Source: an optimization exercise on an open RTL-to-GDS flow (aim: small area). Production flows keep margins and buffers that such runs may drop. Where RTL was checked, it was by simulation tests only, not by an equivalence proof against the original. Only the layout flow was run in run 5; the RTL was not checked for function there. Power is estimated from default activity; no workload was simulated.

[flow/constraint.sdc]
create_clock -name core_clock -period 5.0 [get_ports {clk}]
set_input_delay 1.0000 -clock core_clock [delete_from_list [all_inputs] [get_ports {clk}]]
set_output_delay 1.0000 -clock core_clock [all_outputs]
set_load 0.01 [all_outputs]
[flow/design.v]
module invert (input wire i, output wire o);
   assign o = !i;
endmodule
module and2 (input wire i0, i1, output wire o);
  assign o = i0 & i1;
endmodule
module or2 (input wire i0, i1, output wire o);
  assign o = i0 | i1;
endmodule
module xor2 (input wire i0, i1, output wire o);
  assign o = i0 ^ i1;
endmodule
module and3 (input wire i0, i1, i2, output wire o);
   wire t;
   and2 and2_0 (i0, i1, t);
   and2 and2_1 (i2, t, o);
endmodule
module or3 (input wire i0, i1, i2, output wire o);
   wire t;
   or2 or2_0 (i0, i1, t);
   or2 or2_1 (i2, t, o);
endmodule
module xor3 (input wire i0, i1, i2, output wire o);
   wire t;
   xor2 xor2_0 (i0, i1, t);
   xor2 xor2_1 (i2, t, o);
endmodule
module and5(input wire i0, i1, i2, i3, i4, output wire o);
  wire t1;
  and3 a1(i0,i1,i2,t1);
  and3 a2(i3,i4,t1,o);
endmodule
module or5(input wire i0, i1, i2, i3, i4, output wire o);
  wire t1;
  or3 o1(i0,i1,i2,t1);
  or3 o2(i3,i4,t1,o);
endmodule
module mux2 (input wire i0, i1, j, output wire o);
  assign o = (j==0)?i0:i1;
endmodule
module mux4 (input wire [0:3] i, input wire j1, j0, output wire o);
  wire  t0, t1;
  mux2 mux2_0 (i[0], i[1], j0, t0);
  mux2 mux2_1 (i[2], i[3], j0, t1);
  mux2 mux2_2 (t0, t1, j1, o);
endmodule
module mux8 (input wire [0:7] i, input wire j2, j1, j0, output wire o);
  wire  t0, t1;
  mux4 mux4_0 (i[0:3], j1, j0, t0);
  mux4 mux4_1 (i[4:7], j1, j0, t1);
  mux2 mux2_0 (t0, t1, j2, o);
endmodule
module mux16 (input wire [0:15] i, input wire j3, j2, j1, j0, output wire o);
  wire  t0, t1;
  mux8 mux8_0 (i[0:7], j2, j1, j0, t0);
  mux8 mux8_1 (i[8:15], j2, j1, j0, t1);
  mux2 mux2_0 (t0, t1, j3, o);
endmodule
module demux2 (input wire i, j, output wire o0, o1);
  assign o0 = (j==0)?i:1'b0;
  assign o1 = (j==1)?i:1'b0;
endmodule
module demux4 (input wire i, input wire j1, j0, output wire [0:3] o);
  wire  t0, t1;
  demux2 demux2_0 (i, j1, t0, t1);
  demux2 demux2_1 (t0, j0, o[0], o[1]);
  demux2 demux2_2 (t1, j0, o[2], o[3]);
endmodule
module demux8 (input wire i, j2, j1, j0, output wire [0:7] o);
  wire  t0, t1;
  demux2 demux2_0 (i, j2, t0, t1);
  demux4 demux4_0 (t0, j1, j0, o[0:3]);
  demux4 demux4_1 (t1, j1, j0, o[4:7]);
endmodule
module demux16 (input wire i, j3, j2, j1, j0, output wire [0:15] o);
  wire  t0, t1;
  demux2 demux2_0 (i, j3, t0, t1);
  demux8 demux4_0 (t0, j2, j1, j0, o[0:7]);
  demux8 demux4_1 (t1, j2, j1, j0, o[8:15]);
endmodule
module df (input wire clk, in, output wire out);
  reg df_out;
  always@(posedge clk) df_out <= in;
  assign out = df_out;
endmodule
module dfr (input wire clk, reset, in, output wire out);
  wire reset_, df_in;
  invert invert_0 (reset, reset_);
  and2 and2_0 (in, reset_, df_in);
  df df_0 (clk, df_in, out);
endmodule
module dfr16 (input wire clk,reset, input wire [15:0] in, output wire [15:0] out);
  dfr d0(clk,reset, in[0], out[0]);
  dfr d1(clk,reset, in[1], out[1]);
  dfr d2(clk,reset, in[2], out[2]);
  dfr d3(clk,reset, in[3], out[3]);
  dfr d4(clk,reset, in[4], out[4]);
  dfr d5(clk,reset, in[5], out[5]);
  dfr d6(clk,reset, in[6], out[6]);
  dfr d7(clk,reset, in[7], out[7]);
  dfr d8(clk,reset, in[8], out[8]);
  dfr d9(clk,reset, in[9], out[9]);
  dfr d10(clk,reset, in[10], out[10]);
  dfr d11(clk,reset, in[11], out[11]);
  dfr d12(clk,reset, in[12], out[12]);
  dfr d13(clk,reset, in[13], out[13]);
  dfr d14(clk,reset, in[14], out[14]);
  dfr d15(clk,reset, in[15], out[15]);
endmodule
module dfrl (input wire clk, reset, load, in, output wire out);
  wire _in;
  mux2 mux2_0(out, in, load, _in);
  dfr dfr_1(clk, reset, _in, out);
endmodule
module ha(input wire i0, i1, output wire sum, cout);
  xor2 _i0(i0, i1, sum);
  and2 _i1(i0, i1, cout);
endmodule
module fa (input wire i0, i1, cin, output wire sum, cout);
   wire t0, t1, t2;
   xor3 _i0 (i0, i1, cin, sum);
   and2 _i1 (i0, i1, t0);
   and2 _i2 (i1, cin, t1);
   and2 _i3 (cin, i0, t2);
   or3 _i4 (t0, t1, t2, cout);
endmodule
module addsub (input wire addsub, i0, i1, cin, output wire sumdiff, cout);
  wire t;
  fa _i0 (i0, t, cin, sumdiff, cout);
  xor2 _i1 (i1, addsub, t);
endmodule
module bin_counter(input wire clk, reset, in, output wire[3:0] out);
    wire[3:0] t0,t1;
    dfrl d0(clk,reset,in,t0[0],out[0]);
    dfrl d1(clk,reset,in,t0[1],out[1]);
    dfrl d2(clk,reset,in,t0[2],out[2]);
    dfrl d3(clk,reset,in,t0[3],out[3]);
    ha h0(out[0],in,t0[0],t1[0]);
    ha h1(out[1],t1[0],t0[1],t1[1]);
    ha h2(out[2],t1[1],t0[2],t1[2]);
    ha h3(out[3],t1[2],t0[3],t1[3]);
endmodule
module reg_file_slice (input wire clk, reset, wr, rd, input wire [3:0] rd_addr, wr_addr, input wire d_in, output wire d_out);
	wire [0:15] t1,t2;
	wire t3;
	demux16 dm1(wr, wr_addr[3], wr_addr[2], wr_addr[1], wr_addr[0], t1);
	dfrl d0 (clk,reset,t1[0] ,d_in,t2[0]);
	dfrl d1 (clk,reset,t1[1] ,d_in,t2[1]);
	dfrl d2 (clk,reset,t1[2] ,d_in,t2[2]);
	dfrl d3 (clk,reset,t1[3] ,d_in,t2[3]);
	dfrl d4 (clk,reset,t1[4] ,d_in,t2[4]);
	dfrl d5 (clk,reset,t1[5] ,d_in,t2[5]);
	dfrl d6 (clk,reset,t1[6] ,d_in,t2[6]);
	dfrl d7 (clk,reset,t1[7] ,d_in,t2[7]);
	dfrl d8 (clk,reset,t1[8] ,d_in,t2[8]);
	dfrl d9 (clk,reset,t1[9] ,d_in,t2[9]);
	dfrl d10(clk,reset,t1[10],d_in,t2[10]);
	dfrl d11(clk,reset,t1[11],d_in,t2[11]);
	dfrl d12(clk,reset,t1[12],d_in,t2[12]);
	dfrl d13(clk,reset,t1[13],d_in,t2[13]);
	dfrl d14(clk,reset,t1[14],d_in,t2[14]);
    dfrl d15(clk,reset,t1[15],d_in,t2[15]);
	mux16 m1(t2, rd_addr[3], rd_addr[2], rd_addr[1], rd_addr[0], t3);
	and2 a1(t3, rd, d_out);
endmodule
module full_empty(input wire[3:0] front,rear, output wire full, empty);
	wire [3:0] t,out;
	wire t1,t2;
	addsub as1(1, front[0], rear[0], 1, out[0], t[0]);
	addsub as2(1, front[1], rear[1], t[0], out[1], t[1]);
	addsub as3(1, front[2], rear[2], t[1], out[2], t[2]);
	addsub as4(1, front[3], rear[3], t[2], out[3], t[3]);
	invert i1(t[3],t1);
	and5 a1(out[0],out[1],out[2],out[3],1'b1,full);
	or5 o1(out[0],out[1],out[2],out[3],t1,t2);
	invert i2(t2,empty);
endmodule
module memory(input wire clk, reset, wr, rd, input wire[3:0] wr_addr, rd_addr, input wire[15:0] d_in, output wire[15:0] d_out);
	reg_file_slice r0 (clk,reset,wr,rd,rd_addr,wr_addr,d_in[0], d_out[0]);
	reg_file_slice r1 (clk,reset,wr,rd,rd_addr,wr_addr,d_in[1], d_out[1]);
	reg_file_slice r2 (clk,reset,wr,rd,rd_addr,wr_addr,d_in[2], d_out[2]);
	reg_file_slice r3 (clk,reset,wr,rd,rd_addr,wr_addr,d_in[3], d_out[3]);
	reg_file_slice r4 (clk,reset,wr,rd,rd_addr,wr_addr,d_in[4], d_out[4]);
	reg_file_slice r5 (clk,reset,wr,rd,rd_addr,wr_addr,d_in[5], d_out[5]);
	reg_file_slice r6 (clk,reset,wr,rd,rd_addr,wr_addr,d_in[6], d_out[6]);
	reg_file_slice r7 (clk,reset,wr,rd,rd_addr,wr_addr,d_in[7], d_out[7]);
	reg_file_slice r8 (clk,reset,wr,rd,rd_addr,wr_addr,d_in[8], d_out[8]);
	reg_file_slice r9 (clk,reset,wr,rd,rd_addr,wr_addr,d_in[9], d_out[9]);
	reg_file_slice r10(clk,reset,wr,rd,rd_addr,wr_addr,d_in[10],d_out[10]);
	reg_file_slice r11(clk,reset,wr,rd,rd_addr,wr_addr,d_in[11],d_out[11]);
	reg_file_slice r12(clk,reset,wr,rd,rd_addr,wr_addr,d_in[12],d_out[12]);
	reg_file_slice r13(clk,reset,wr,rd,rd_addr,wr_addr,d_in[13],d_out[13]);
	reg_file_slice r14(clk,reset,wr,rd,rd_addr,wr_addr,d_in[14],d_out[14]);
	reg_file_slice r15(clk,reset,wr,rd,rd_addr,wr_addr,d_in[15],d_out[15]);
endmodule
module fifo(input wire clk,reset,wr,rd, input wire[15:0] d_in, output wire full,empty, output wire[15:0] d_out);
	wire[3:0] front,rear;
	wire[15:0] t;
	wire front_inc,rear_inc,full_,empty_;
	full_empty f0(front,rear,full,empty);
	invert i0(full,full_);
	invert i1(empty,empty_);
	and2 a1(wr,full_,front_inc);
	bin_counter bc0(clk,reset,front_inc,front);
	and2 a2(rd,empty_,rear_inc);
	bin_counter bc1(clk,reset,rear_inc,rear);
	memory m0(clk, reset, front_inc, rear_inc, front, rear, d_in, t);
	dfr16 d0(clk, reset, t, d_out);
endmodule
[flow/config.mk]
export PLATFORM = sky130hd
export DESIGN_NAME = fifo
export DESIGN_NICKNAME = fifo
export VERILOG_FILES = /design/flow/design.v
export SDC_FILE = /design/flow/constraint.sdc
export NUM_CORES = 4
export LEC_CHECK = 0
export CAP_MARGIN = 20
export CORE_MARGIN = 2
export CORE_UTILIZATION = 40
export PLACE_DENSITY = 0.6
export SLEW_MARGIN = 20
[flow/run.sh]
#!/bin/bash
# synth_recipe.tcl (not shown) runs the flow's synth.tcl, then flattens the netlist and writes it again
# the make line also repeats each setting of config.mk as NAME=value (left out here)
make -C /OpenROAD-flow-scripts/flow DESIGN_CONFIG=/design/flow/config.mk WORK_HOME=/design/flow/orfs CLKGATE_MAP_FILE= SYNTH_SCRIPT=/design/flow/synth_recipe.tcl finish
==> qor.txt, run 1 <==
Status = finished clean
Cell Area, Placed = 12,360 µm²
Total Power = 5078 µW
Seq/Total Area, Yosys = 45.82%
Critical path origin = bc1.d0.dfr_1.df_0.df_out$_DFF_P_
Fin util = 43.96%
Synth Flop Type = dfxtp_1
Most frequent cells in the layout = 520 x nand2_1, 277 x dfxtp_1, 253 x a21oi_1
Initial antenna violation count = 0
Syn Nets = 1,429
DRC Markers = 0
CTS-repair resized insts = 0
Distinct cells, synth = 35
Final GP Congestion = 0.7626
Syn avg cell area = 8.745 µm²
Routed via count = 9,475
VDD IR max = 0.0002973 V
Final number of hold-violating endpoints = 0
Clock Path Buffers = 3
Die Footprint = 32,000 µm²
Die Span X = 178.9 µm
Worst EP arrival = 3.47 ns
IO buf count = 37
Max-Slew Margin vs Limit = 30.47%
Most common cell after layout, fill and taps aside = nand2_1
Minimum clock period = 4.466 ns
CTS buffer count = 30
H-tree Lvls = 1
WL per Instance = 19.07 µm
Layout cells sized above 1 = 10.63%
Post-route cell area = 13,340 µm²
P_leak = 0.004275 µW
Cell taking the most area after synthesis = dfxtp_1
Post-CTS Hold Buffers = 0
Final setup viols = 0
Layout Skew = 0.02269 ns
N_diodes = 0
Starting Density = 40.31%
DR iter-0 viols = 923
Post-DP HPWL = 18.89 mm
Clock latency (worst-skew pair) = 0.56 ns
Hold Crit Class = reg2reg
EDFF count, synth = 0
Root buffer cell = clkbuf_16
PwrDens = 380.6 nW/µm²
Top-area cell type share of the netlist area = 45.82%
Tot GR Track Use = 21.06%
TritonCTS clock tree = done
Nets = 1,361
Synthesis Warnings = 6
Hold path start = m0.r9.d10.dfr_1.df_0.df_out$_DFF_P_
Least-Margin Pin Slew = 1.040 ns
Post-synth ARST share = 0%
Vias per cell = 5.411
CP Class = reg2out
Core Area = 30,350 µm²
Fmax = 0.2239 GHz
Maxcap violations = 0
Postcts setup bufs = 0
#FFs+latches synth = 280
Synth top area cells = dfxtp_1 46%, nand2_1 16%, mux4_2 12%, a21oi_1 10%, mux2i_1 2.6%
Vias in the first global route = 9,048
WL final = 33.39 mm
Die Y = 178.9 µm
Pin count of the biggest net entering global routing = 139
Post-Syn Area = 12,230 µm²
Clock Sinks = 280
Io pins = 38
CP Max Fanout = 16
Startpoint class of the critical path = flop
Slew Limit Fails = 0
Gr ovfl total = 0
Crit. End Element = output pin
CP required = 4.00 ns
Drt first pass iters = 5
RSZ-0062 raised after global routing = no
RR Startpoint = bc1.d0.dfr_1.df_0.df_out$_DFF_P_
Synthesis-to-layout area growth = 9.051%
Clk slew on worst S/H paths = 0.06 ns
First-pass GRT wire length = 52.17 mm
Synth Instances = 1,399
Number of routed nets with antenna violations = 0
DP Worst Slack = 1.097 ns
Setup TNS Final = 0 ns
Final worst-path cycle share = 89.33%
Number of placement rows = 64
Worst setup margin = 0.5335 ns
[metrics by stage]
stage	hold slack [ns]	std cells
after floorplan	0.4331	1399
after global placement	0.4386	1695
after detailed placement	0.4444	1695
after CTS	0.4526	1751
after global routing	0.4673	1751
final	0.4517	1751
[synth_stat cells (7+ instances only)]
cell,count
mux2i_1,32
buf_2,46
nor3_4,10
inv_1,7
clkbuf_1,45
buf_4,39
a21oi_1,253
mux4_2,64
buf_6,7
ha_1,7
and3_1,7
dfxtp_1,280
a21oi_2,7
o22ai_1,16
nand3_1,20
nand2_1,520
[routing by layer]
layer | track usage [%] | vias to the layer above | part of all wire, %
li1 | - | 4548 | -
met1 | 30.07 | 4576 | 45
met2 | 33.59 | 305 | 46
met3 | 3.181 | 46 | 6.8
met4 | 4.946 | 0 | 1.8
met5 | 0 | - | 0
[worst max-delay path, cell delays in order (launching register included)]
cell	delay, ns
dfxtp_4	0.57
ha_1	0.21
inv_1	0.05
fa_1	0.37
fa_1	0.36
inv_1	0.07
fa_1	0.42
nand4bb_1	0.24
inv_2	0.08
clkdlybuf4s50_1	0.53
[worst paths after layout]
check                                   endpoint  slack [ns]  cells past startpoint
max reg2reg   m0.r7.d2.dfr_1.df_0.df_out$_DFF_P_        1.31                     11
min reg2reg  m0.r9.d10.dfr_1.df_0.df_out$_DFF_P_        0.45                      2
min          m0.r9.d10.dfr_1.df_0.df_out$_DFF_P_        0.45                      2
max                                         full        0.53                      9
[where the power goes]
part / switching [µW] / internal, µW
clock network: 916 / 1270
registers: 67.9 / 2270
logic: 326 / 227
[final cells by class]
type                    count  area (µm²)
repair buffers             44       426.7
clock inverters            11       93.84
fillers                  2875       17010
multi-input cells         966        5791
inverters                   9       33.78
flip-flops and latches    280        5614
clock buffers              45       887.1
well taps                 396       495.5
[cell families (layout without fill, tap and decap cells)]
logic type,count (synthesis),in the layout,synth area share (%)
buffers and inverters,153,109,6.852
adder cells (fa/ha/maj),10,10,1.207
XOR/XNOR,2,2,0.1432
flip-flops,280,280,45.82
multiplexers,96,96,14.40
AO/OA/AOI/OAI,278,278,11.77
AND/OR/NAND/NOR,580,580,19.81
==> run 2: changes to the inputs <==
==> flow/design.v (replaced) <==
module fifo(input wire clk, reset, wr, rd, input wire [15:0] d_in,
            output wire full, empty, output wire [15:0] d_out);
	reg [3:0] cnt;       
	reg last_re;         
	reg [239:0] sr;      
	assign empty = (cnt == 4'd0);
	assign full  = (cnt == 4'd15);
	wire we = wr & ~full;
	wire re = rd & ~empty;
	always @(posedge clk) begin
		if (reset) begin
			cnt     <= 4'd0;
			last_re <= 1'b0;
		end else begin
			cnt     <= cnt + {3'b000, we} - {3'b000, re};
			last_re <= re;
		end
	end
	always @(posedge clk)
		if (we) sr <= {sr[223:0], d_in};
	assign d_out = last_re ? sr[16*cnt +: 16] : 16'd0;
endmodule
==> run 2 against run 1 <==
Still clean on timing, DRC and antenna; clock skew down 0.017 ns; flip-flop and latch count is 35 lower; die area decreased by 21%; wire length is 49% lower; first-iteration DRC count is 55% lower; via count down 51%; non-clock buffer count is 2 higher; sequential power increased by 8.6%; total power increased by 7.9%; utilization up 3.3 points; cell area decreased by 17%; cell count fell by 50%; critical path type unchanged; critical endpoint is now d_out[1]; largest cell class is now sequential cells.
==> qor.txt, run 2 <==
Status = finished clean
CP required = 4.00 ns (about the same)
Gr ovfl total = 0 (unchanged)
Final worst-path cycle share = 80.19% (-9.1 points)
Minimum clock period = 4.009 ns (-0.4570 ns)
CP Max Fanout = 50 (+34)
Layout Skew = 0.005714 ns (-0.01697 ns)
Distinct cells, synth = 28 (-20%)
Starting Density = 40.83% (+0.52 points)
Setup TNS Final = 0 ns (unchanged)
Max reg flops = 240
Tot GR Track Use = 13.17% (-7.9 points)
#FFs+latches synth = 245 (-13%)
Post-CTS Hold Buffers = 0 (unchanged)
Vias per cell = 5.286 (-2.3%)
Top post-synthesis cells by count = 240 x edfxtp_1, 64 x mux2_2, 32 x o22ai_1
P_leak = 0.003669 µW (-14%)
Synthesis Warnings = 1 (-5)
Max-Slew Margin vs Limit = 37.52% (+7.0 points)
Cell Area, Placed = 10,320 µm² (-16%)
Least-Margin Pin Slew = 0.9353 ns (-0.1048 ns)
Die Y = 158.8 µm (-11%)
Postcts setup bufs = 0 (unchanged)
WL per Instance = 19.22 µm (+0.77%)
Routed via count = 4,652 (-51%)
Total Power = 5479 µW (+7.9%)
Final GP Congestion = 0.7674 (+0.63%)
DRC Markers = 0 (unchanged)
Filler cells = 1,966 (-32%)
Fmax = 0.2494 GHz (+11%)
Die Span X = 158.8 µm (-11%)
Largest regs = sr x240, cnt x4, last_re x1
Max stage delay cell, worst path = dfxtp_4
Post-DP HPWL = 10.21 mm (-46%)
Synth Instances = 499 (-64%)
Number of routed nets with antenna violations = 0 (unchanged)
Worst setup margin = 0.9906 ns (+0.4570 ns)
Most frequent cells in the layout = 240 x edfxtp_1, 64 x mux2_2, 37 x clkdlybuf4s50_1
Max incr delay on CP = 0.59 ns (+0.02 ns)
Core Area = 23,470 µm² (-23%)
DP Worst Slack = 1.440 ns (+0.3431 ns)
Most common cell after layout, fill and taps aside = edfxtp_1
Clock Sinks = 245 (-13%)
Top-area cell type share of the netlist area = 75.20% (+29 points)
Biggest register = sr
Hold Crit Class = reg2reg
CTS buffer count = 25 (-17%)
EDFF count, synth = 240 (+240)
Initial antenna violation count = 0 (unchanged)
WL final = 16.91 mm (-49%)
Final number of hold-violating endpoints = 0 (unchanged)
Cell taking the most area after synthesis = edfxtp_1
Clock latency (worst-skew pair) = 0.51 ns (-0.05 ns)
Layout cells sized above 1 = 22.28% (+12 points)
Vias in the first global route = 4,731 (-48%)
Synth Flop Type = edfxtp_1
H-tree Lvls = 1 (unchanged)
Root buffer cell = clkbuf_16
N_diodes = 0 (unchanged)
Slew Limit Fails = 0 (unchanged)
Post-Syn Area = 9584 µm² (-22%)
Synthesis-to-layout area growth = 15.86%
Syn Nets = 526 (-63%)
Drt first pass iters = 7 (+2)
Final setup viols = 0 (unchanged)
Nets = 571 (-58%)
TritonCTS clock tree = done
Die Footprint = 25,210 µm² (-21%)
First-pass GRT wire length = 26.94 mm (-48%)
Post-synth ARST share = 0% (unchanged)
CTS-repair resized insts = 0 (unchanged)
Number of placement rows = 56 (-13%)
Crit-path cells = buf_12 -> mux4_2 -> o211ai_1 -> o31ai_1 -> clkdlybuf4s50_1
RSZ-0062 raised after global routing = no
IO buf count = 37 (unchanged)
Seq/Total Area, Yosys = 76.24% (+30 points)
CP Class = reg2out
Worst EP arrival = 3.01 ns (-0.46 ns)
DR iter-0 viols = 417 (-55%)
Most frequent cell after synthesis = edfxtp_1
PwrDens = 493.4 nW/µm² (+30%)
Synth top area cells = edfxtp_1 75%, mux2_2 7.5%, mux4_2 3.8%, o22ai_1 2.1%, mux2i_1 1.7%
Post-route cell area = 11,100 µm² (-17%)
Crit. End Element = output pin
Startpoint class of the critical path = flop
Io pins = 38 (unchanged)
Clock Path Buffers = 3 (unchanged)
Clk slew on worst S/H paths = 0.06 ns (about the same)
Syn avg cell area = 19.21 µm² (+120%)
Pin count of the biggest net entering global routing = 99 (-29%)
Maxcap violations = 0 (unchanged)
Hold Worst Slack = 0.4417 ns (-0.009934 ns)
VDD IR max = 0.0002656 V (-11%)
## run 2: changes by cell type in the layout (fill, tap and decap cells not counted), sizes merged, moves of 14 or more
cell / delta
nand2: -514
dfxtp: -275
a21oi: -259
edfxtp: +240
mux2: +64
mux4: -48
nand3: -19
mux2i: -16
o221ai: +16
o22ai: +16
o31ai: +16
o211ai: +15
clkbuf: -14
## run 2: kinds of logic after synthesis
| kind of cell | share of synthesized area, % |
|---|---|
| buf+inv | 2.611 |
| xor+xnor | 0.1828 |
| mux | 12.95 |
| simple gates | 0.8355 |
| fa+ha+maj | 0.9922 |
| compound gates | 6.188 |
| flops | 76.24 |
## run 2: worst paths after layout
path                     startpoint                end  slack, ns  cells past startpoint
setup / recovery  cnt[0]$_SDFF_PP0_           d_out[1]       0.99                      5
hold / removal    sr[121]$_DFFE_PP_  sr[137]$_DFFE_PP_       0.44                      0
setup reg to reg  cnt[1]$_SDFF_PP0_   sr[72]$_DFFE_PP_       2.07                      5
hold reg to reg   sr[121]$_DFFE_PP_  sr[137]$_DFFE_PP_       0.44                      0
## run 2: area by class of cell
type,count,area [µm²],share of cell area [%]
well taps,319,399.1,3.594
inverters,23,90.09,0.8113
multi-input cells,203,2048,18.45
clock buffers,32,651.9,5.870
repair buffers,46,475.5,4.282
flip-flops and latches,245,7311,65.84
clock inverters,12,128.9,1.161
## run 2: routing by layer
layer | vias to the layer above | GRT usage (%) | part of all wire (%)
met5 | - | 0 | 0
li1 | 2119 | - | -
met3 | 17 | 1.855 | 3.8
met2 | 111 | 20.31 | 47
met1 | 2405 | 19.74 | 48
met4 | 0 | 3.461 | 1.5
## run 2: metrics by stage
| stage | cells | utilization, % |
|---|---|---|
| after global placement | 836 | 43.98 |
| after floorplan | 499 | - |
| after detailed placement | 836 | 43.98 |
| final | 880 | 47.31 |
| after global routing | 880 | 47.31 |
| after CTS | 880 | 47.31 |
## run 2: power by group
| part | total (µW) | switching (µW) | internal, µW |
|---|---|---|---|
| logic | 1160 | 606 | 558 |
| registers | 2530 | 104 | 2420 |
| clock network | 1790 | 720 | 1070 |
## run 2: worst max-delay path, delay by kind of cell, from the launching register on
kind / cells / cell delay [ns]
mux: 1 / 0.54
buf+inv: 2 / 0.87
compound gates: 2 / 0.49
flops: 1 / 0.59
==> run 3: changes to the inputs <==
--- a/flow/design.v
+++ b/flow/design.v
@@ -1 +1,28 @@
+module oai22 (input wire a, b, c, d, output wire y);
+	assign y = ~((a | b) & (c | d));
+endmodule
+module oai21 (input wire a, b, c, output wire y);
+	assign y = ~((a | b) & c);
+endmodule
+module nor2 (input wire a, b, output wire y);
+	assign y = ~(a | b);
+endmodule
+module nor4 (input wire a, b, c, d, output wire y);
+	assign y = ~(a | b | c | d);
+endmodule
+module rd_bit (input wire [14:0] nsel, input wire [14:0] w, input wire en, output wire y);
+	wire [7:0] t;
+	wire l, h;
+	genvar k;
+	generate for (k = 0; k < 7; k = k + 1) begin : g_pair
+		oai22 o (nsel[2*k], w[2*k], nsel[2*k+1], w[2*k+1], t[k]);
+	end endgenerate
+	oai21 o7 (nsel[14], w[14], en, t[7]);
+	wire [3:0] u;
+	nor2 n0 (t[0], t[1], u[0]);
+	nor2 n1 (t[2], t[3], u[1]);
+	nor2 n2 (t[4], t[5], u[2]);
+	nor2 n3 (t[6], t[7], u[3]);
+	assign y = &u;
+endmodule
 module fifo(input wire clk, reset, wr, rd, input wire [15:0] d_in,
@@ -20,3 +47,23 @@
 		if (we) sr <= {sr[223:0], d_in};
-	assign d_out = last_re ? sr[16*cnt +: 16] : 16'd0;
+	wire [3:0] lo, hi;
+	assign lo[0] = ~cnt[1] & ~cnt[0];
+	assign lo[1] = ~cnt[1] &  cnt[0];
+	assign lo[2] =  cnt[1] & ~cnt[0];
+	assign lo[3] =  cnt[1] &  cnt[0];
+	assign hi[0] = ~cnt[3] & ~cnt[2];
+	assign hi[1] = ~cnt[3] &  cnt[2];
+	assign hi[2] =  cnt[3] & ~cnt[2];
+	assign hi[3] =  cnt[3] &  cnt[2];
+	wire [14:0] nsel;
+	genvar k, b;
+	generate for (k = 0; k < 15; k = k + 1) begin : g_dec
+		assign nsel[k] = ~(lo[k % 4] & hi[k / 4]);
+	end endgenerate
+	generate for (b = 0; b < 16; b = b + 1) begin : g_rd
+		wire [14:0] col;
+		for (k = 0; k < 15; k = k + 1) begin : g_col
+			assign col[k] = sr[16*k + b];
+		end
+		rd_bit r (nsel, col, last_re, d_out[b]);
+	end endgenerate
 endmodule
--- a/flow/config.mk
+++ b/flow/config.mk
@@ -9,4 +9,9 @@
 export CORE_MARGIN = 2
-export CORE_UTILIZATION = 40
-export PLACE_DENSITY = 0.6
+export CORE_UTILIZATION = 60
+export CTS_BUF_LIST = sky130_fd_sc_hd__clkbuf_16
+export CTS_CLUSTER_DIAMETER = 80
+export CTS_CLUSTER_SIZE = 35
+export PLACE_DENSITY = 0.75
 export SLEW_MARGIN = 20
+export SYNTH_HIERARCHICAL = 1
+export SYNTH_MINIMUM_KEEP_SIZE = 0
==> run 3 against run 2 <==
Still clean on timing, DRC and antenna; combinational power decreased by 37%; cell area decreased by 12%; utilization increased by 21 points; sequential power about the same; area after synthesis decreased by 8.3%; clock-buffer cell count decreased by 21; total power decreased by 23%; register-to-register slack improved by 0.33 ns; global-route usage increased by 6.3 points; synthesized cell count increased by 0.60%; clock power decreased by 44%; flip-flop and latch count unchanged; highest routed layer is now met5.
==> qor.txt, run 3 <==
Status = finished clean
Top-area cell type share of the netlist area = 81.97% (+6.8 points)
Hold depth = 0 (unchanged)
Clk slew on worst S/H paths = 0.12 ns (+0.06 ns)
Gr ovfl total = 0 (unchanged)
TritonCTS clock tree = done
DP Worst Slack = 1.507 ns (+0.06691 ns)
Number of placement rows = 44 (-21%)
Worst setup margin = 1.006 ns (+0.01574 ns)
First-pass GRT wire length = 24.41 mm (-9.4%)
CTS buffer count = 11 (-56%)
RR Endpoint = cnt[2]$_SDFF_PP0_
Most common cell after layout, fill and taps aside = edfxtp_1
Most frequent cell after synthesis = edfxtp_1
Hold path start = sr[22]$_DFFE_PP_
Final setup viols = 0 (unchanged)
CTS-repair resized insts = 0 (unchanged)
Drt first pass iters = 5 (-2)
Post-CTS Hold Buffers = 0 (unchanged)
Post-synth ARST share = 0% (unchanged)
Synth top area cells = edfxtp_1 82%, o22ai_1 8.0%, nor2_1 2.9%, and4_1 1.6%, dfxtp_1 1.1%
Reg-to-reg slack, setup = 2.40 ns (+0.33 ns)
Final number of hold-violating endpoints = 0 (unchanged)
Distinct cells, synth = 20 (-29%)
Nets = 585 (+2.5%)
RSZ-0062 raised after global routing = no
Synthesis-to-layout area growth = 11.56%
Final GP Congestion = 0.7500 (-2.3%)
Crit. End Element = output pin
Routed via count = 4,743 (+2.0%)
Initial antenna violation count = 1 (+1)
Dpl cells = 727 (-13%)
Hold Crit Class = reg2reg
Post-Syn Area = 8792 µm² (-8.3%)
Syn Nets = 531 (+0.95%)
DR iter-0 viols = 444 (+6.5%)
Clock Sinks = 245 (unchanged)
Clock latency (worst-skew pair) = 0.47 ns (-0.04 ns)
Post-DP HPWL = 10.38 mm (+1.6%)
CP Class = reg2out
Largest regs = sr x240, cnt x4, last_re x1
Cell taking the most area after synthesis = edfxtp_1
Die Span X = 125.1 µm (-21%)
Seq/Total Area, Yosys = 83.11% (+6.9 points)
Worst EP arrival = 2.99 ns (-0.02 ns)
Vias per cell = 6.375 (+21%)
#FFs+latches synth = 245 (unchanged)
Synth Instances = 502 (+0.60%)
Tot GR Track Use = 19.46% (+6.3 points)
Vias in the first global route = 4,496 (-5.0%)
EDFF count, synth = 240 (unchanged)
CP Max Fanout = 16 (-68%)
Least-Margin Pin Slew = 0.9054 ns (-0.02986 ns)
Root buffer cell = clkbuf_16
N_diodes = 0 (unchanged)
Maxcap violations = 0 (unchanged)
R2R depth = 10 (+5)
Number of routed nets with antenna violations = 0 (unchanged)
Final worst-path cycle share = 79.87% (-0.31 points)
Slew Limit Fails = 0 (unchanged)
Max reg flops = 240 (unchanged)
DRC Markers = 0 (unchanged)
WL per Instance = 20.68 µm (+7.6%)
Most frequent cells in the layout = 240 x edfxtp_1, 112 x o22ai_1, 68 x nor2_1
P_leak = 0.003174 µW (-13%)
VDD IR max = 0.0003961 V (+49%)
Startpoint class of the critical path = flop
Synthesis Warnings = 7 (+6)
H-tree Lvls = 1 (unchanged)
Die Footprint = 15,640 µm² (-38%)
Synth Flop Type = edfxtp_1
Postcts setup bufs = 0 (unchanged)
WL final = 15.39 mm (-9.0%)
Clock Path Buffers = 3 (unchanged)
RR Startpoint = cnt[2]$_SDFF_PP0_
Layout cells sized above 1 = 4.464% (-18 points)
Io pins = 38 (unchanged)
Top post-synthesis cells by count = 240 x edfxtp_1, 112 x o22ai_1, 68 x nor2_1
Pin count of the biggest net entering global routing = 79 (-20%)
Core Area = 14,420 µm² (-39%)
Syn avg cell area = 17.51 µm² (-8.8%)
WHS Endpoint = sr[38]$_DFFE_PP_
Starting Density = 60.96% (+20 points)
Final Non-Filler Cells = 744 (-15%)
Minimum clock period = 3.994 ns (-0.01574 ns)
Die Y = 125.1 µm (-21%)
PwrDens = 431.9 nW/µm² (-12%)
IO buf count = 37 (unchanged)
Fmax = 0.2504 GHz (+0.39%)
Max-Slew Margin vs Limit = 39.51% (+2.0 points)
CP required = 4.00 ns (about the same)
Biggest register = sr
Layout Skew = 0.02114 ns (+0.01542 ns)
[run 3: kinds of logic (layout without fill, tap and decap cells)]
kind of cell / Yosys count / count (layout) / share of synthesized area (%)
flip-flops: 245 / 245 / 83.11
AND/OR/NAND/NOR: 108 / 108 / 5.991
XOR/XNOR: 1 / 1 / 0.09963
AO/OA/AOI/OAI: 131 / 131 / 9.094
adder cells (fa/ha/maj): 9 / 9 / 1.366
buffers and inverters: 8 / 66 / 0.3416
[run 3: power by group]
group	switching [µW]	internal, µW
Combinational	447	289
Sequential	86.7	2410
Clock	580	420
Total	1110	3120
[run 3: worst max-delay path by stage]
| stage | from | slack [ns] | cells after the start | to |
|---|---|---|---|---|
| detailed placement | cnt[1]$_SDFF_PP0_ | 1.51 | 7 | d_out[14] |
| CTS | cnt[1]$_SDFF_PP0_ | 0.98 | 7 | d_out[14] |
| finish | cnt[1]$_SDFF_PP0_ | 1.01 | 7 | d_out[15] |
| global route | cnt[1]$_SDFF_PP0_ | 0.82 | 7 | d_out[8] |
| global placement | cnt[1]$_SDFF_PP0_ | 1.64 | 7 | d_out[10] |
| floorplan | wr | -0.01 | 2 | sr[0]$_DFFE_PP_ |
[run 3: worst max-delay path: stages (launching register included)]
cell	delay [ns]
dfxtp_1	0.49
inv_1	0.17
nor2_1	0.25
nand2_1	0.45
o22ai_1	0.36
nor2_1	0.08
and4_1	0.23
clkdlybuf4s50_1	0.50
[run 3: metrics by stage]
step	setup TNS (ns)	area [µm²]	hold WS (ns)	utilization, %	total power [µW]
3_3_place_gp	0	9480	0.4286	65.73	3233
5_1_grt	0	9808	0.4566	68.00	4407
4_1_cts	0	9808	0.4474	68.00	4253
6_report	0	9808	0.4416	68.00	4237
3_5_place_dp	0	9480	0.4328	65.73	3270
2_1_floorplan	-3.245	8812	0.4268	-	2960
[run 3: layout make-up]
class | count | area [µm²]
sequential | 245 | 7307
fill | 957 | 4616
multi-input combinational | 249 | 1471
timing repair buffer | 41 | 437.9
clock buffer | 11 | 275.3
tap | 184 | 230.2
clock inverter | 6 | 52.55
inverter | 8 | 33.78
[run 3: per-layer routing]
layer  vias up  part of all wire, %  track usage, %  routed length, µm
li1       2157                    -               -                  -
met1      2384                   44           30.25               6817
met2       177                   47           29.86               7214
met3        23                  7.0           3.295               1070
met4         2                  1.8           4.248                272
met5         -                0.084               0                 13
[run 3: modules after synthesis, one instance, submodules excluded]
| module | times used | cell area [µm²] | cells | flip-flops and latches |
|---|---|---|---|---|
| fifo | 1 | 7631 | 294 | 245 |
| rd_bit | 16 | 8.758 | 1 | 0 |
| oai22 | 112 | 6.256 | 1 | 0 |
| oai21 | 16 | 5.005 | 1 | 0 |
| nor2 | 64 | 3.754 | 1 | 0 |
==> run 4: changes to the inputs <==
--- a/flow/config.mk
+++ b/flow/config.mk
@@ -10,5 +10,5 @@
 export CORE_UTILIZATION = 60
-export CTS_BUF_LIST = sky130_fd_sc_hd__clkbuf_16
-export CTS_CLUSTER_DIAMETER = 80
-export CTS_CLUSTER_SIZE = 35
+export CTS_BUF_LIST = sky130_fd_sc_hd__clkbuf_8
+export CTS_CLUSTER_DIAMETER = 60
+export CTS_CLUSTER_SIZE = 20
 export PLACE_DENSITY = 0.75
==> run 4 against run 3 <==
Maximum frequency down 1.5%; area after synthesis unchanged; worst hold slack better by 0.011 ns; register-to-register slack about the same; non-clock buffer count unchanged; clock power down 6%; total power down 1.6%; cell count up 0.81%; largest power group unchanged; critical path depth unchanged; clock-buffer cell count up 6; wire length up 0.49%; combinational power about the same.
==> qor.txt, run 4 <==
Status = finished clean
Startpoint class of the critical path = flop
Initial antenna violation count = 1 (unchanged)
Die Footprint = 15,640 µm² (unchanged)
Hold Crit Class = reg2reg
Largest regs = sr x240, cnt x4, last_re x1
DRC Markers = 0 (unchanged)
Cell taking the most area after synthesis = edfxtp_1
Sw frac = 26.31% (about the same)
Core Area = 14,420 µm² (unchanged)
P_leak = 0.003173 µW (about the same)
Synth Flop Type = edfxtp_1
Post-route cell area = 9769 µm² (-0.40%)
Clock Path Buffers = 3 (unchanged)
Postcts setup bufs = 0 (unchanged)
CP Class = reg2out
Clock latency (worst-skew pair) = 0.51 ns (+0.04 ns)
PwrDens = 426.8 nW/µm² (-1.2%)
Root buffer cell = clkbuf_8
Synthesis Warnings = 7 (unchanged)
Synthesis-to-layout area growth = 11.11%
Filler cells = 957 (unchanged)
Pin count of the biggest net entering global routing = 79 (unchanged)
Worst EP arrival = 3.05 ns (+0.06 ns)
Hold depth = 0 (unchanged)
Tot GR Track Use = 19.50% (+0.040 points)
Minimum clock period = 4.053 ns (+0.05900 ns)
Hold path start = sr[90]$_DFFE_PP_
Nets = 590 (+0.85%)
Synth top area cells = edfxtp_1 82%, o22ai_1 8.0%, nor2_1 2.9%, and4_1 1.6%, dfxtp_1 1.1%
Die Span X = 125.1 µm (unchanged)
Routed via count = 4,703 (-0.84%)
Final setup viols = 0 (unchanged)
First-pass GRT wire length = 24.53 mm (+0.51%)
RR Endpoint = cnt[2]$_SDFF_PP0_
Fmax = 0.2468 GHz (-1.5%)
Most common cell after layout, fill and taps aside = edfxtp_1
Number of placement rows = 44 (unchanged)
Comb power frac = 17.6% (+0.2 points)
CTS-repair resized insts = 0 (unchanged)
Post-CTS Hold Buffers = 0 (unchanged)
Slew Limit Fails = 0 (unchanged)
Final GP Congestion = 0.7500 (unchanged)
Clock share of power = 22.4% (-1.2 points)
Hold Worst Slack = 0.4529 ns (+0.01127 ns)
Final number of hold-violating endpoints = 0 (unchanged)
Die Y = 125.1 µm (unchanged)
Vias per cell = 6.271 (-1.6%)
RR Startpoint = cnt[2]$_SDFF_PP0_
DR iter-0 viols = 478 (+7.7%)
N_diodes = 0 (unchanged)
Crit. End Element = output pin
Starting Density = 60.96% (unchanged)
WL per Instance = 20.62 µm (-0.32%)
Max reg flops = 240 (unchanged)
Least-Margin Pin Slew = 0.9046 ns (-0.0008655 ns)
Fin util = 67.73% (-0.27 points)
Final worst-path cycle share = 81.05% (+1.2 points)
Clock Sinks = 245 (unchanged)
Top-area cell type share of the netlist area = 81.97% (unchanged)
Io pins = 38 (unchanged)
CP required = 4.00 ns (about the same)
Biggest register = sr
Gr ovfl total = 0 (unchanged)
RSZ-0062 raised after global routing = no
Syn Nets = 531 (unchanged)
Drt first pass iters = 7 (+2)
#FFs+latches synth = 245 (unchanged)
Seq/Total Area, Yosys = 83.11% (unchanged)
WHS Endpoint = sr[106]$_DFFE_PP_
Post-synth ARST share = 0% (unchanged)
Clk slew on worst S/H paths = 0.11 ns (about the same)
P_int = 3072 µW (-1.6%)
CP Max Fanout = 16 (unchanged)
Maxcap violations = 0 (unchanged)
IO buf count = 37 (unchanged)
VDD IR max = 0.0003268 V (-18%)
TritonCTS clock tree = done
Cell Area, Placed = 9480 µm² (unchanged)
Total Power = 4169 µW (-1.6%)
H-tree Lvls = 1 (unchanged)
R2R depth = 10 (unchanged)
Most frequent cells in the layout = 240 x edfxtp_1, 112 x o22ai_1, 68 x nor2_1
Post-Syn Area = 8792 µm² (unchanged)
NetSw = 1097 µW (-1.5%)
Vias in the first global route = 4,542 (+1.0%)
Top post-synthesis cells by count = 240 x edfxtp_1, 112 x o22ai_1, 68 x nor2_1
Layout Skew = 0.01443 ns (-0.006710 ns)
Number of routed nets with antenna violations = 0 (unchanged)
Syn avg cell area = 17.51 µm² (unchanged)
Synth Instances = 502 (unchanged)
Max-Slew Margin vs Limit = 39.57% (+0.058 points)
Most frequent cell after synthesis = edfxtp_1
EDFF count, synth = 240 (unchanged)
Share of power burned in registers = 60.0% (+1.0 points)
Distinct cells, synth = 20 (unchanged)
CTS buffer count = 16 (+5)
Post-DP HPWL = 10.38 mm (unchanged)
Reg-to-reg slack, setup = 2.40 ns (about the same)
Layout cells sized above 1 = 5.477% (+1.0 points)
WL final = 15.46 mm (+0.49%)
-- run 4: worst max path at each step --
stage                       from         endpoint  slack (ns)  cells after the start
2_1_floorplan                 wr  sr[0]$_DFFE_PP_       -0.01                      2
3_3_place_gp   cnt[1]$_SDFF_PP0_        d_out[10]        1.64                      7
3_5_place_dp   cnt[1]$_SDFF_PP0_        d_out[14]        1.51                      7
4_1_cts        cnt[1]$_SDFF_PP0_        d_out[14]        0.96                      7
5_1_grt        cnt[1]$_SDFF_PP0_         d_out[8]        0.77                      7
6_report       cnt[1]$_SDFF_PP0_        d_out[14]        0.95                      7
-- run 4: layout make-up --
| class | count | area, µm² | share of cell area [%] |
|---|---|---|---|
| inverter | 8 | 33.78 | 0.3458 |
| tap | 184 | 230.2 | 2.357 |
| multi-input combinational | 249 | 1471 | 15.06 |
| sequential | 245 | 7307 | 74.80 |
| clock inverter | 6 | 55.05 | 0.5635 |
| clock buffer | 17 | 234.0 | 2.395 |
| timing repair buffer | 41 | 437.9 | 4.483 |
-- run 4: layer usage --
metal	global-route usage (%)	part of all wire [%]
met1	30.46	45
met2	29.25	46
met3	3.338	6.5
met4	5.229	2.0
met5	0	0.097
-- run 4: per-module statistics from Yosys (local to each module, per instance) --
module  cell area (µm²)  cells inside  copies in the design
nor2              3.754             1                    64
oai22             6.256             1                   112
oai21             5.005             1                    16
rd_bit            8.758             1                    16
fifo               7631           294                     1
-- run 4: critical path, stage by stage, from the launching register on --
cell,delay [ns]
dfxtp_1,0.50
inv_1,0.16
nor2_1,0.25
nand2_1,0.47
o22ai_1,0.38
nor2_1,0.09
and4_1,0.23
clkdlybuf4s50_1,0.48
-- run 4: power by group through the flow --
| stage | logic (µW) | registers, µW | clock network, µW |
|---|---|---|---|
| 2_1_floorplan | 434 | 2530 | 0 |
| 3_3_place_gp | 701 | 2530 | 0 |
| 3_5_place_dp | 724 | 2550 | 0 |
| 4_1_cts | 727 | 2500 | 960 |
| 5_1_grt | 800 | 2520 | 1030 |
| 6_report | 734 | 2500 | 936 |
-- run 4: cell families after synthesis --
logic type	after synthesis	synth area share, %
flip-flops	245	83.11
AO/OA/AOI/OAI	131	9.094
AND/OR/NAND/NOR	108	5.991
adder cells (fa/ha/maj)	9	1.366
buffers and inverters	8	0.3416
XOR/XNOR	1	0.09963
-- run 4: metrics by stage --
stage                     std cells  worst slack, ns  setup TNS [ns]
after floorplan                 502         -0.01352          -3.245
after global placement          727            1.642               0
after detailed placement        727            1.507               0
after CTS                       750           0.9597               0
after global routing            750           0.7706               0
final                           750           0.9473               0
==> run 5: changes to the inputs <==
--- a/flow/design.v
+++ b/flow/design.v
@@ -27,22 +27,13 @@
 endmodule
-module fifo(input wire clk, reset, wr, rd, input wire [15:0] d_in,
-            output wire full, empty, output wire [15:0] d_out);
-	reg [3:0] cnt;       
-	reg last_re;         
-	reg [239:0] sr;      
+module ctrl (input wire [3:0] cnt, input wire wr, rd, reset,
+             output wire full, empty, we, output wire [3:0] cnt_d, output wire last_re_d);
+	wire re;
 	assign empty = (cnt == 4'd0);
 	assign full  = (cnt == 4'd15);
-	wire we = wr & ~full;
-	wire re = rd & ~empty;
-	always @(posedge clk) begin
-		if (reset) begin
-			cnt     <= 4'd0;
-			last_re <= 1'b0;
-		end else begin
-			cnt     <= cnt + {3'b000, we} - {3'b000, re};
-			last_re <= re;
-		end
-	end
-	always @(posedge clk)
-		if (we) sr <= {sr[223:0], d_in};
+	assign we = wr & ~full;
+	assign re = rd & ~empty;
+	assign cnt_d = reset ? 4'd0 : cnt + {3'b000, we} - {3'b000, re};
+	assign last_re_d = ~reset & re;
+endmodule
+module dec (input wire [3:0] cnt, output wire [14:0] nsel);
 	wire [3:0] lo, hi;
@@ -56,4 +47,3 @@
 	assign hi[3] =  cnt[3] &  cnt[2];
-	wire [14:0] nsel;
-	genvar k, b;
+	genvar k;
 	generate for (k = 0; k < 15; k = k + 1) begin : g_dec
@@ -61,2 +51,20 @@
 	end endgenerate
+endmodule
+module fifo(input wire clk, reset, wr, rd, input wire [15:0] d_in,
+            output wire full, empty, output wire [15:0] d_out);
+	reg [3:0] cnt;       
+	reg last_re;         
+	reg [239:0] sr;      
+	wire we, last_re_d;
+	wire [3:0] cnt_d;
+	ctrl c0 (cnt, wr, rd, reset, full, empty, we, cnt_d, last_re_d);
+	always @(posedge clk) begin
+		cnt     <= cnt_d;
+		last_re <= last_re_d;
+	end
+	always @(posedge clk)
+		if (we) sr <= {sr[223:0], d_in};
+	wire [14:0] nsel;
+	dec d0 (cnt, nsel);
+	genvar k, b;
 	generate for (b = 0; b < 16; b = b + 1) begin : g_rd
==> flow/flow/run.sh (new file) <==
#!/bin/bash
# The standard ORFS flow (standard.sh, which also runs the standard
# synthesis), with three changes to how the layout is made:
#  - ports are buffered with the smallest buffer (buf_1) instead of the
#    default clkdlybuf4s50_1;
#  - CTS clusters about 20 registers per clkbuf_8 and adds no dummy loads;
#  - after placement repair, gates with positive slack are sized down
#    (repair_timing -recover_power), see post_resize.tcl.
set -euo pipefail
here=$(pwd)
export BUFFER_PORTS_ARGS="-buffer_cell sky130_fd_sc_hd__buf_1"
export CTS_ARGS="-sink_clustering_enable -repair_clock_nets -dont_use_dummy_load -buf_list sky130_fd_sc_hd__clkbuf_8 -sink_clustering_size 20 -sink_clustering_max_diameter 60"
export POST_RESIZE_TCL="$here/flow/post_resize.tcl"
bash standard.sh finish > "$here/flow_make.log" 2>&1
==> flow/flow/post_resize.tcl (new file) <==
# Size down gates that have slack to spare, then legalise.
repair_timing -recover_power 100 -verbose
detailed_placement
==> flow/standard.sh (new file) <==
#!/bin/bash
# synth_recipe.tcl (not shown) runs the flow's synth.tcl, then flattens the netlist and writes it again
# the make line also repeats each setting of config.mk as NAME=value (left out here)
make -C /OpenROAD-flow-scripts/flow DESIGN_CONFIG=/design/flow/config.mk WORK_HOME=/design/flow/orfs CLKGATE_MAP_FILE= SYNTH_SCRIPT=/design/flow/synth_recipe.tcl "${@:-finish}"
--- a/flow/config.mk
+++ b/flow/config.mk
@@ -10,5 +10,2 @@
 export CORE_UTILIZATION = 60
-export CTS_BUF_LIST = sky130_fd_sc_hd__clkbuf_8
-export CTS_CLUSTER_DIAMETER = 60
-export CTS_CLUSTER_SIZE = 20
 export PLACE_DENSITY = 0.75
removed: flow/run.sh
==> run 5 against run 4 <==
Area after synthesis increased by 0.87%; largest power group unchanged; sequential power about the same; critical endpoint unchanged; first-iteration DRC count increased by 9.0%; cell count decreased by 1.9%; clock skew increased by 0.028 ns; largest cell class unchanged.
==> qor.txt, run 5 <==
Layout Skew = 0.04240 ns (+0.02798 ns)
N_diodes = 0 (unchanged)
Comb power frac = 17.5% (about the same)
Post-CTS Hold Buffers = 0 (unchanged)
Post-synth ARST share = 0% (unchanged)
DRC Markers = 0 (unchanged)
P_leak = 0.003000 µW (-5.5%)
Nets = 581 (-1.5%)
VDD IR max = 0.0002472 V (-24%)
Mux cell area share after synthesis = 0% (unchanged)
Max-Slew Margin vs Limit = 32.34% (-7.2 points)
Complex-gate fraction of the synthesized area = 9.058% (-0.036 points)
CP Max Fanout = 19 (+3)
Total Power = 4091 µW (-1.9%)
Post-synthesis simple-gate area fraction = 6.744% (+0.75 points)
Vias per cell = 6.560 (+4.6%)
Final GP Congestion = 0.7811 (+4.1%)
Synth Instances = 501 (-0.20%)
Setup TNS Final = 0 ns (unchanged)
Max incr delay on CP = 0.85 ns (+0.35 ns)
Most frequent cell after synthesis = edfxtp_1
Biggest register = sr
Syn Nets = 528 (-0.56%)
Initial antenna violation count = 0 (-1)
Number of routed nets with antenna violations = 0 (unchanged)
Seq/Total Area, Yosys = 82.39% (-0.72 points)
Dpl cells = 719 (-1.1%)
Synthesis Warnings = 7 (unchanged)
PwrDens = 432.1 nW/µm² (+1.3%)
CP Class = reg2out
H-tree Lvls = 1 (unchanged)
CP required = 4.00 ns (about the same)
Number of placement rows = 44 (unchanged)
Die Span X = 125.6 µm (+0.42%)
Final worst-path cycle share = 78.83% (-2.2 points)
Root buffer cell = clkbuf_8
Maxcap violations = 0 (unchanged)
Clock Sinks = 245 (unchanged)
Largest family of logic cells by synthesized area = compound AO/OA/AOI/OAI gates
Final Non-Filler Cells = 736 (-1.9%)
Gr ovfl total = 0 (unchanged)
Distinct cells, synth = 24 (+20%)
EDFF count, synth = 240 (unchanged)
First-pass GRT wire length = 25.79 mm (+5.1%)
WL per Instance = 22.39 µm (+8.6%)
#FFs+latches synth = 245 (unchanged)
Startpoint class of the critical path = flop
Share of power burned in registers = 61.9% (+1.9 points)
TritonCTS clock tree = done
Max reg flops = 240 (unchanged)
Hold Crit Class = reg2reg
WL final = 16.48 mm (+6.6%)
Clock share of power = 20.6% (-1.8 points)
Final setup viols = 0 (unchanged)
Fmax = 0.2537 GHz (+2.8%)
Status = finished clean
Top post-synthesis cells by count = 240 x edfxtp_1, 112 x o22ai_1, 66 x nor2_1
Post-DP HPWL = 9.806 mm (-5.5%)
RSZ-0062 raised after global routing = no
CP Buf/Inv Count = 1 (-1)
CTS-repair resized insts = 0 (unchanged)
Clk slew on worst S/H paths = 0.11 ns (about the same)
Cell taking the most area after synthesis = edfxtp_1
Largest regs = sr x240, cnt x4, last_re x1
Crit-path leading delay family = simple AND/OR/NAND/NOR gates
Least-Margin Pin Slew = 1.010 ns (+0.1050 ns)
Worst EP arrival = 2.94 ns (-0.11 ns)
Post-route cell area = 9468 µm² (-3.1%)
Post-Syn Area = 8869 µm² (+0.87%)
Minimum clock period = 3.942 ns (-0.1110 ns)
Slew Limit Fails = 0 (unchanged)
DR iter-0 viols = 521 (+9.0%)
Most common cell after layout, fill and taps aside = edfxtp_1
Io pins = 38 (unchanged)
Final number of hold-violating endpoints = 0 (unchanged)
Tot GR Track Use = 20.70% (+1.2 points)
Die Y = 125.6 µm (+0.42%)
Core Area = 14,480 µm² (+0.38%)
Cell Area, Placed = 9213 µm² (-2.8%)
Post-synthesis adder-cell area fraction = 1.072% (-0.29 points)
Postcts setup bufs = 0 (unchanged)
Layout cells sized above 1 = 3.623% (-1.9 points)
CTS buffer count = 16 (unchanged)
Drt first pass iters = 5 (-2)
Synth Area in XOR/XNOR = 0.09876% (-0.00086 points)
Filler cells = 994 (+3.9%)
IO buf count = 37 (unchanged)
Crit. End Element = output pin
Pin count of the biggest net entering global routing = 187 (+140%)
Clock Path Buffers = 3 (unchanged)
Crit-path cells = nand4bb_1 -> o22ai_1 -> nor2_1 -> and4_1 -> buf_1
Sw frac = 27.83% (+1.5 points)
Most frequent cells in the layout = 240 x edfxtp_1, 112 x o22ai_1, 66 x nor2_1
Clock latency (worst-skew pair) = 0.51 ns (about the same)
NetSw = 1138 µW (+3.8%)
Starting Density = 61.25% (+0.30 points)
Synthesis-to-layout area growth = 6.758%
Routed via count = 4,828 (+2.7%)
Max stage delay cell, worst path = nand4bb_1
Top-area cell type share of the netlist area = 81.26% (-0.71 points)
Syn avg cell area = 17.70 µm² (+1.1%)
Vias in the first global route = 4,667 (+2.8%)
Synth top area cells = edfxtp_1 81%, o22ai_1 7.9%, nor2_1 2.8%, and4_1 1.6%, dfxtp_1 1.1%
P_int = 2953 µW (-3.9%)
Synth Flop Type = edfxtp_1
Die Footprint = 15,770 µm² (+0.84%)
-- run 5: changes by cell type after synthesis, sizes merged, moves of 2 or more --
cell | previous run | this run
clkbuf | 0 | 2
nor2 | 68 | 66
nand4bb | 0 | 6
buf | 0 | 2
or4b | 0 | 4
nand3 | 5 | 2
ha | 8 | 6
nand4b | 0 | 4
nand2 | 12 | 0
-- run 5: layout make-up --
cell class / count / area (µm²) / share of cell area, %
sequential: 245 / 7307 / 77.18
multi-input combinational: 245 / 1503 / 15.87
tap: 184 / 230.2 / 2.432
clock buffer: 16 / 220.2 / 2.326
timing repair buffer: 39 / 181.4 / 1.916
inverter: 7 / 26.28 / 0.2775
-- run 5: power by group through the flow --
stage / Sequential [µW] / Combinational [µW] / Clock (µW)
floorplan: 2520 / 494 / 0
detailed placement: 2580 / 705 / 0
finish: 2530 / 716 / 842
global placement: 2560 / 685 / 0
CTS: 2540 / 707 / 861
global route: 2560 / 786 / 926
-- run 5: logic make-up after synthesis --
family                     Yosys count
adders and majority gates            7
xor gates and xnor gates             1
DFF                                245
buffers and inverters               11
AOI/OAI and AO/OA                  131
and+or+nand+nor                    106
-- run 5: final timing paths --
kind                          from                 to  slack (ns)  depth (start not counted)
setup / recovery    cnt[1]$_DFF_P_          d_out[14]        1.06                          5
setup reg to reg    cnt[2]$_DFF_P_  sr[235]$_DFFE_PP_        2.08                          5
hold reg to reg   sr[22]$_DFFE_PP_   sr[38]$_DFFE_PP_        0.44                          0
hold / removal    sr[22]$_DFFE_PP_   sr[38]$_DFFE_PP_        0.44                          0
-- run 5: modules after synthesis, one instance, submodules excluded --
module,cells,flip-flops and latches
ctrl,29,0
dec,19,0
fifo,245,245
nor2,1,0
oai21,1,0
oai22,1,0
rd_bit,1,0
-- run 5: routing by layer --
metal | global-route usage [%] | wire length, µm | part of all wire, %
met2 | 32.91 | 7806 | 47
met4 | 5.098 | 321 | 1.9
met1 | 31.61 | 7166 | 43
met5 | 0 | 0 | 0
met3 | 2.225 | 1185 | 7.2
-- run 5: stage by stage --
step	hold WS, ns	utilization (%)	setup WS [ns]
4_1_cts	0.4399	65.15	1.059
5_1_grt	0.4420	65.39	0.9025
6_report	0.4422	65.39	1.058
2_1_floorplan	0.4268	-	0.9420
3_5_place_dp	0.4346	63.63	0.8359
3_3_place_gp	0.4284	63.75	1.679
==> run 6: changes to the inputs <==
--- a/flow/design.v
+++ b/flow/design.v
@@ -29,9 +29,25 @@
              output wire full, empty, we, output wire [3:0] cnt_d, output wire last_re_d);
-	wire re;
-	assign empty = (cnt == 4'd0);
-	assign full  = (cnt == 4'd15);
+	wire re, up, dn;
+	wire [3:0] t;
+	assign empty = ~(cnt[0] | cnt[1] | cnt[2] | cnt[3]);
+	assign full  = cnt[0] & cnt[1] & cnt[2] & cnt[3];
 	assign we = wr & ~full;
 	assign re = rd & ~empty;
-	assign cnt_d = reset ? 4'd0 : cnt + {3'b000, we} - {3'b000, re};
+	assign up = we & ~re;
+	assign dn = re & ~we;
+	assign t[0] = up | dn;
+	assign t[1] = (up & cnt[0]) | (dn & ~cnt[0]);
+	assign t[2] = (up & cnt[0] & cnt[1]) | (dn & ~cnt[0] & ~cnt[1]);
+	assign t[3] = (up & cnt[0] & cnt[1] & cnt[2]) | (dn & ~cnt[0] & ~cnt[1] & ~cnt[2]);
+	assign cnt_d = {4{~reset}} & (cnt ^ t);
 	assign last_re_d = ~reset & re;
+endmodule
+module dec2 (input wire [1:0] a, output wire [3:0] y);
+	assign y[0] = ~a[1] & ~a[0];
+	assign y[1] = ~a[1] &  a[0];
+	assign y[2] =  a[1] & ~a[0];
+	assign y[3] =  a[1] &  a[0];
+endmodule
+module nand2 (input wire a, b, output wire y);
+	assign y = ~(a & b);
 endmodule
@@ -39,13 +55,7 @@
 	wire [3:0] lo, hi;
-	assign lo[0] = ~cnt[1] & ~cnt[0];
-	assign lo[1] = ~cnt[1] &  cnt[0];
-	assign lo[2] =  cnt[1] & ~cnt[0];
-	assign lo[3] =  cnt[1] &  cnt[0];
-	assign hi[0] = ~cnt[3] & ~cnt[2];
-	assign hi[1] = ~cnt[3] &  cnt[2];
-	assign hi[2] =  cnt[3] & ~cnt[2];
-	assign hi[3] =  cnt[3] &  cnt[2];
+	dec2 dl (cnt[1:0], lo);
+	dec2 dh (cnt[3:2], hi);
 	genvar k;
 	generate for (k = 0; k < 15; k = k + 1) begin : g_dec
-		assign nsel[k] = ~(lo[k % 4] & hi[k / 4]);
+		nand2 n (lo[k % 4], hi[k / 4], nsel[k]);
 	end endgenerate
==> run 6 against run 5 <==
Clock power is 1% lower; wire length decreased by 12%; combinational power down 4.3%; register-to-register slack got worse by 0.03 ns; die area decreased by 1.0%; critical endpoint is now d_out[6]; synthesized cell count up 0.20%; area after synthesis fell by 1.1%; non-clock buffer count shrank 1.
==> qor.txt, run 6 <==
CP required = 4.00 ns (about the same)
Die Footprint = 15,600 µm² (-1.0%)
Pin count of the biggest net entering global routing = 208 (+11%)
Largest family of logic cells by synthesized area = compound AO/OA/AOI/OAI gates
Vias per cell = 6.226 (-5.1%)
Io pins = 38 (unchanged)
Final setup viols = 0 (unchanged)
Layout Skew = 0.02622 ns (-0.01619 ns)
N_diodes = 0 (unchanged)
Post-synthesis simple-gate area fraction = 6.547% (-0.20 points)
Clk slew on worst S/H paths = 0.11 ns (about the same)
Drt first pass iters = 5 (unchanged)
Biggest register = sr
Complex-gate fraction of the synthesized area = 9.129% (+0.071 points)
#FFs+latches synth = 245 (unchanged)
P_leak = 0.002986 µW (-0.48%)
Post-DP HPWL = 9.390 mm (-4.2%)
Most common cell after layout, fill and taps aside = edfxtp_1
CP Class = reg2out
CTS buffer count = 16 (unchanged)
Synth Instances = 502 (+0.20%)
Fmax = 0.2757 GHz (+8.7%)
EDFF count, synth = 240 (unchanged)
Clock latency (worst-skew pair) = 0.49 ns (-0.02 ns)
Layout cells sized above 1 = 4.505% (+0.88 points)
Max-Slew Margin vs Limit = 26.66% (-5.7 points)
Post-CTS Hold Buffers = 0 (unchanged)
Hold depth = 0 (unchanged)
Number of routed nets with antenna violations = 0 (unchanged)
Syn avg cell area = 17.47 µm² (-1.3%)
Synth Area in XOR/XNOR = 0.1997% (+0.10 points)
Post-Syn Area = 8772 µm² (-1.1%)
PwrDens = 427.8 nW/µm² (-1.0%)
CTS-repair resized insts = 0 (unchanged)
NetSw = 1109 µW (-2.6%)
Largest regs = sr x240, cnt x4, last_re x1
Synthesis-to-layout area growth = 6.918%
Gr ovfl total = 0 (unchanged)
Comb power frac = 17.1% (-0.4 points)
Cell taking the most area after synthesis = edfxtp_1
Initial antenna violation count = 1 (+1)
Top-area cell type share of the netlist area = 82.16% (+0.89 points)
CP Max Fanout = 16 (-3)
Sw frac = 27.63% (-0.20 points)
Vias in the first global route = 4,346 (-6.9%)
Final GP Congestion = 0.8374 (+7.2%)
Synthesis Warnings = 7 (unchanged)
Status = finished clean
R2R depth = 7 (+2)
Worst EP arrival = 2.63 ns (-0.31 ns)
RSZ-0062 raised after global routing = no
Syn Nets = 524 (-0.76%)
Share of power burned in registers = 62.2% (+0.3 points)
Top post-synthesis cells by count = 240 x edfxtp_1, 112 x o22ai_1, 70 x nor2_1
Total Power = 4012 µW (-1.9%)
Clock Path Buffers = 3 (unchanged)
Most frequent cell after synthesis = edfxtp_1
Nets = 579 (-0.34%)
Final Non-Filler Cells = 739 (+0.41%)
Maxcap violations = 0 (unchanged)
Root buffer cell = clkbuf_8
DRC Markers = 0 (unchanged)
Clock share of power = 20.8% (+0.2 points)
Clock Sinks = 245 (unchanged)
IO buf count = 37 (unchanged)
Core Area = 14,420 µm² (-0.38%)
Distinct cells, synth = 25 (+4.2%)
Post-synthesis adder-cell area fraction = 0.2853% (-0.79 points)
P_int = 2904 µW (-1.7%)
Fin util = 65.02% (-0.37 points)
Slew Limit Fails = 0 (unchanged)
Dpl cells = 723 (+0.56%)
Minimum clock period = 3.627 ns (-0.3143 ns)
Routed via count = 4,601 (-4.7%)
WL final = 14.44 mm (-12%)
Seq/Total Area, Yosys = 83.30% (+0.90 points)
Synth top area cells = edfxtp_1 82%, o22ai_1 8.0%, nor2_1 3.0%, and4_1 1.6%, dfxtp_1 1.1%
Synth Flop Type = edfxtp_1
Tot GR Track Use = 17.90% (-2.8 points)
Final number of hold-violating endpoints = 0 (unchanged)
Number of placement rows = 44 (unchanged)
Crit. End Element = output pin
Startpoint class of the critical path = flop
H-tree Lvls = 1 (unchanged)
TritonCTS clock tree = done
Post-synth ARST share = 0% (unchanged)
DR iter-0 viols = 518 (-0.58%)
Final worst-path cycle share = 72.55% (-6.3 points)
Max reg flops = 240 (unchanged)
WL per Instance = 19.54 µm (-13%)
First-pass GRT wire length = 22.51 mm (-13%)
Postcts setup bufs = 0 (unchanged)
Die Span X = 124.9 µm (-0.53%)
Mux cell area share after synthesis = 0.2853% (+0.29 points)
VDD IR max = 0.0002853 V (+15%)
Hold Crit Class = reg2reg
Most frequent cells in the layout = 240 x edfxtp_1, 112 x o22ai_1, 70 x nor2_1
Starting Density = 60.82% (-0.43 points)
Die Y = 124.9 µm (-0.53%)
Hold Worst Slack = 0.4447 ns (+0.002517 ns)
Least-Margin Pin Slew = 1.100 ns (+0.09057 ns)
-- run 6: cell types whose count changed after synthesis, moves of 4 or more --
cell,change
nand2_1,+16
nand4bb_1,-6
inv_1,-4
nand4b_1,-4
or4b_1,-4
ha_1,-4
nor2_1,+4
-- run 6: Yosys stat by module (local to each module, per instance), a selection --
| module | cell area (µm²) | copies in the design |
|---|---|---|
| oai21 | 5.005 | 16 |
| rd_bit | 8.758 | 16 |
| fifo | 7307 | 1 |
| nand2 | 3.754 | 15 |
| ctrl | 195.2 | 1 |
| nor2 | 3.754 | 64 |
| oai22 | 6.256 | 112 |
| dec2 | 26.28 | 2 |
-- run 6: area by class of cell --
type                       count  area [µm²]
inverter                       3       15.01
tap                          184       230.2
sequential                   245        7307
clock buffer                  16       220.2
fill                        1018        5045
timing repair buffer          38       158.9
multi-input combinational    253        1448
-- run 6: per-stage QoR --
stage | worst slack, ns | instance area (µm²) | setup TNS (ns)
floorplan | -0.7468 | 8792 | -8.333
global placement | 1.999 | 9170 | 0
detailed placement | 0.9887 | 9156 | 0
CTS | 1.166 | 9376 | 0
global route | 1.172 | 9379 | 0
finish | 1.373 | 9379 | 0
-- run 6: layer usage --
metal	track usage, %	wire (µm)	vias up
met1	27.89	6721	2286
met3	2.878	772	27
met4	6.275	413	0
li1	-	-	2145
met2	26.42	6531	143
met5	0	0	-
-- run 6: path summary, 6_finish.rpt --
check                           slack (ns)                 to         startpoint
worst min-delay path                  0.44  sr[223]$_DFFE_PP_  sr[207]$_DFFE_PP_
worst min register to register        0.44  sr[223]$_DFFE_PP_  sr[207]$_DFFE_PP_
worst max-delay path                  1.37           d_out[6]     cnt[1]$_DFF_P_
worst max register to register        2.05     cnt[3]$_DFF_P_     cnt[0]$_DFF_P_
-- run 6: critical path, stage by stage, from the launching register on --
cell     delay (ns)
dfxtp_1        0.52
nor2b_1        0.37
nand2_1        0.43
o22ai_1        0.34
nor2_1         0.12
and4_1         0.22
buf_1          0.14
-- run 6: power groups by stage --
| stage | clock network [µW] | registers (µW) | logic, µW |
|---|---|---|---|
| final | 834 | 2490 | 685 |
| after global routing | 918 | 2510 | 742 |
| after global placement | 0 | 2530 | 655 |
| after floorplan | 0 | 2510 | 453 |
| after detailed placement | 0 | 2540 | 672 |
| after CTS | 861 | 2490 | 674 |
-- run 6: cell families after synthesis --
logic type | count (synthesis)
AND/OR/NAND/NOR | 117
buffers and inverters | 4
XOR/XNOR | 2
AO/OA/AOI/OAI | 130
adder cells (fa/ha/maj) | 2
flip-flops | 245
multiplexers | 2

==> static timing again, ports no longer ideal <==
The results above use ideal ports. As a check the final layouts listed here were re-extracted and re-timed, cells and wires unchanged. Step 1, drivers: a clkbuf_16 drives clk and a buf_2 each remaining input, both assumed. Step 2 adds t to the input delays and takes it off the output delays; t is the mean of the earliest and latest rising clock arrival at the registers after step 1. Input paths then give back, and output paths get back, about the clock's delay inside the block. Three values: ideal, step 1, step 2; two values: the first two.
| run | t, ns | slack for setup (ns) | clock arrival spread, ns | cell pins on the clock port's net |
|---|---|---|---|---|
| run 1 | 0.601 | 0.534 / 0.485 / 1.086 | 0.023 / 0.024 | 1 |
| run 2 | 0.544 | 0.991 / 0.951 / 1.494 | 0.009 / 0.009 | 1 |
| run 3 | 0.499 | 1.006 / 0.964 / 1.463 | 0.022 / 0.022 | 1 |
| run 4 | 0.535 | 0.947 / 0.909 / 1.444 | 0.018 / 0.018 | 1 |
| run 5 | 0.520 | 1.058 / 1.023 / 1.544 | 0.043 / 0.043 | 1 |
| run 6 | 0.520 | 1.373 / 1.334 / 1.824 | 0.028 / 0.027 | 1 |
After both steps every run listed still meets setup and hold.
